This is an optimization exercise on Yosys and OpenROAD, whose aim is a short achievable clock period and few clock cycles, not a production implementation. Function was checked by simulation only, so behaviour that the tests miss may differ from the original. No driver is modelled on the clock port, so clocking that relies on it looks cheaper here than on a real chip. Power is estimated from default activity; no workload was simulated.

// msprocessor
module msprocessor(clk,RESET,RUN,MemAddr,MemRData,MemWE,MemWData);
Settings: LEC_CHECK=0, CAP_MARGIN=20, CORE_MARGIN=2, CORE_UTILIZATION=40, GPL_TIMING_DRIVEN=0, PLACE_DENSITY=0.6, SETUP_SLACK_MARGIN=4.4, SLEW_MARGIN=20; clock period 7.5 ns.
run.sh (not shown) runs the stock make flow with config.mk's settings and CLKGATE_MAP_FILE= SYNTH_SCRIPT=/design/flow/synth_recipe.tcl, a recipe that flattens the netlist after the stock synthesis.
Testbench counts at the start, summed over its fixed seeds: cycles 13,870.
Next try:
==> flow/flow/run.sh (new file) <==
#!/bin/bash
# The standard layout, with one step added after clock tree synthesis:
# flow/fix_io.tcl removes the buffers that placement left on the RUN -> MemWE
# path (between the port buffers). Everything else is the standard flow.
set -euo pipefail
export POST_CTS_TCL="$PWD/flow/fix_io.tcl"
bash standard.sh > standard.log 2>&1
==> flow/flow/fix_io.tcl (new file) <==
# Run after clock tree synthesis (POST_CTS_TCL). The only path from an input
# port to an output port is RUN -> MemWE (MemWE = store & RUN). Buffers that
# placement put between RUN's input buffer and the AND gate only add delay on
# it; remove them, keeping the port buffers at both ends.
set pe [find_timing_paths -from [get_ports RUN] -to [get_ports MemWE] -path_delay max]
set insts {}
foreach pt [get_property $pe points] {
  set pin [get_property $pt pin]
  set inst [get_cells -quiet -of_objects $pin]
  if { $inst eq "" } { continue }
  set name [get_full_name $inst]
  if { [lsearch -exact $insts $name] < 0 } { lappend insts $name }
}
puts "fix_io: RUN -> MemWE goes through $insts"
set extra {}
foreach name [lrange $insts 1 end-1] {
  set ref [get_property [get_cells $name] ref_name]
  if { [regexp {__(buf|clkbuf|dlygate|clkdlybuf)} $ref] } { lappend extra $name }
}
if { [llength $extra] > 0 } {
  puts "fix_io: removing $extra"
  remove_buffers [get_cells $extra]
}
report_checks -from [get_ports RUN] -to [get_ports MemWE]
==> flow/standard.sh (new file) <==
#!/bin/bash
# synth_recipe.tcl (not shown) runs the flow's synth.tcl, then flattens the netlist and writes it again
# the make line also repeats each setting of config.mk as NAME=value (left out here)
make -C /OpenROAD-flow-scripts/flow DESIGN_CONFIG=/design/flow/config.mk WORK_HOME=/design/flow/orfs CLKGATE_MAP_FILE= SYNTH_SCRIPT=/design/flow/synth_recipe.tcl "${@:-finish}"
--- a/flow/config.mk
+++ b/flow/config.mk
@@ -6,8 +6,8 @@
 export NUM_CORES = 4
 export LEC_CHECK = 0
+export ABC_CLOCK_PERIOD_IN_PS = 3000
 export CAP_MARGIN = 20
 export CORE_MARGIN = 2
 export CORE_UTILIZATION = 40
-export GPL_TIMING_DRIVEN = 0
 export PLACE_DENSITY = 0.6
 export SETUP_SLACK_MARGIN = 4.4
removed: flow/run.sh
Effect: Setup slack gains 140 ps; cell area is lower by 1.4%; register-to-register slack gains 60 ps; hold slack hardly moves; synthesized area is unchanged; combinational power falls by 4.5%.
Next try:
==> flow/run.sh (new file) <==
#!/bin/bash
# synth_recipe.tcl (not shown) runs the flow's synth.tcl, then flattens the netlist and writes it again
# the make line also repeats each setting of config.mk as NAME=value (left out here)
make -C /OpenROAD-flow-scripts/flow DESIGN_CONFIG=/design/flow/config.mk WORK_HOME=/design/flow/orfs CLKGATE_MAP_FILE= SYNTH_SCRIPT=/design/flow/synth_recipe.tcl finish
--- a/flow/config.mk
+++ b/flow/config.mk
@@ -6,5 +6,5 @@
 export NUM_CORES = 4
 export LEC_CHECK = 0
-export ABC_CLOCK_PERIOD_IN_PS = 3000
+export ABC_CLOCK_PERIOD_IN_PS = 1000
 export CAP_MARGIN = 20
 export CORE_MARGIN = 2
removed: flow/flow/run.sh
removed: flow/flow/fix_io.tcl
removed: flow/standard.sh
The new run ran to the end with no violations.
Total power is about the same.
Via count went up by 0.65%.
Worst setup slack is worse by 110 ps.
Maximum frequency went down by 3.1%.
Design area barely changes.
Wire length went up by 0.38%.
Next try:
--- a/flow/config.mk
+++ b/flow/config.mk
@@ -6,5 +6,5 @@
 export NUM_CORES = 4
 export LEC_CHECK = 0
-export ABC_CLOCK_PERIOD_IN_PS = 1000
+export ABC_CLOCK_PERIOD_IN_PS = 3000
 export CAP_MARGIN = 20
 export CORE_MARGIN = 2
=>
- global-route usage stays the same
- sequential power is about the same
- clock-buffer cell count does not change

-- port drivers added, routing unchanged --
The results above use ideal ports. As a check the final layouts listed here were re-extracted and re-timed, cells and wires unchanged. Step 1, drivers: a clkbuf_16 drives clk and a buf_2 each remaining input, both assumed. Step 2 moves the port delays by t, midway between the first and last clock arrival at a register: inputs arrive t later, outputs are due t later. That takes back most of the time a late clock gives input paths. Slacks: ideal ports / drivers / drivers and shift; pairs: ideal ports / drivers.
| run | t, ns | setup WS [ns] | slew at the worst register clock pin (ns) | cell pins on the clock port's net |
|---|---|---|---|---|
| the first run | 0.636 | 4.032 / 3.987 / 3.528 | 0.07 / 0.07 | 1 |
| the second run | 0.627 | 4.174 / 4.143 / 3.665 | 0.07 / 0.07 | 1 |
| the third run | 0.629 | 4.068 / 4.037 / 3.650 | 0.07 / 0.07 | 1 |
| the fourth run | 0.629 | 4.068 / 4.037 / 3.650 | 0.07 / 0.07 | 1 |
After both steps setup and hold are still met in every run listed. The setup slack of the second run, which loses most, moves by -0.031 ns with the drivers and by -0.509 ns with both steps.
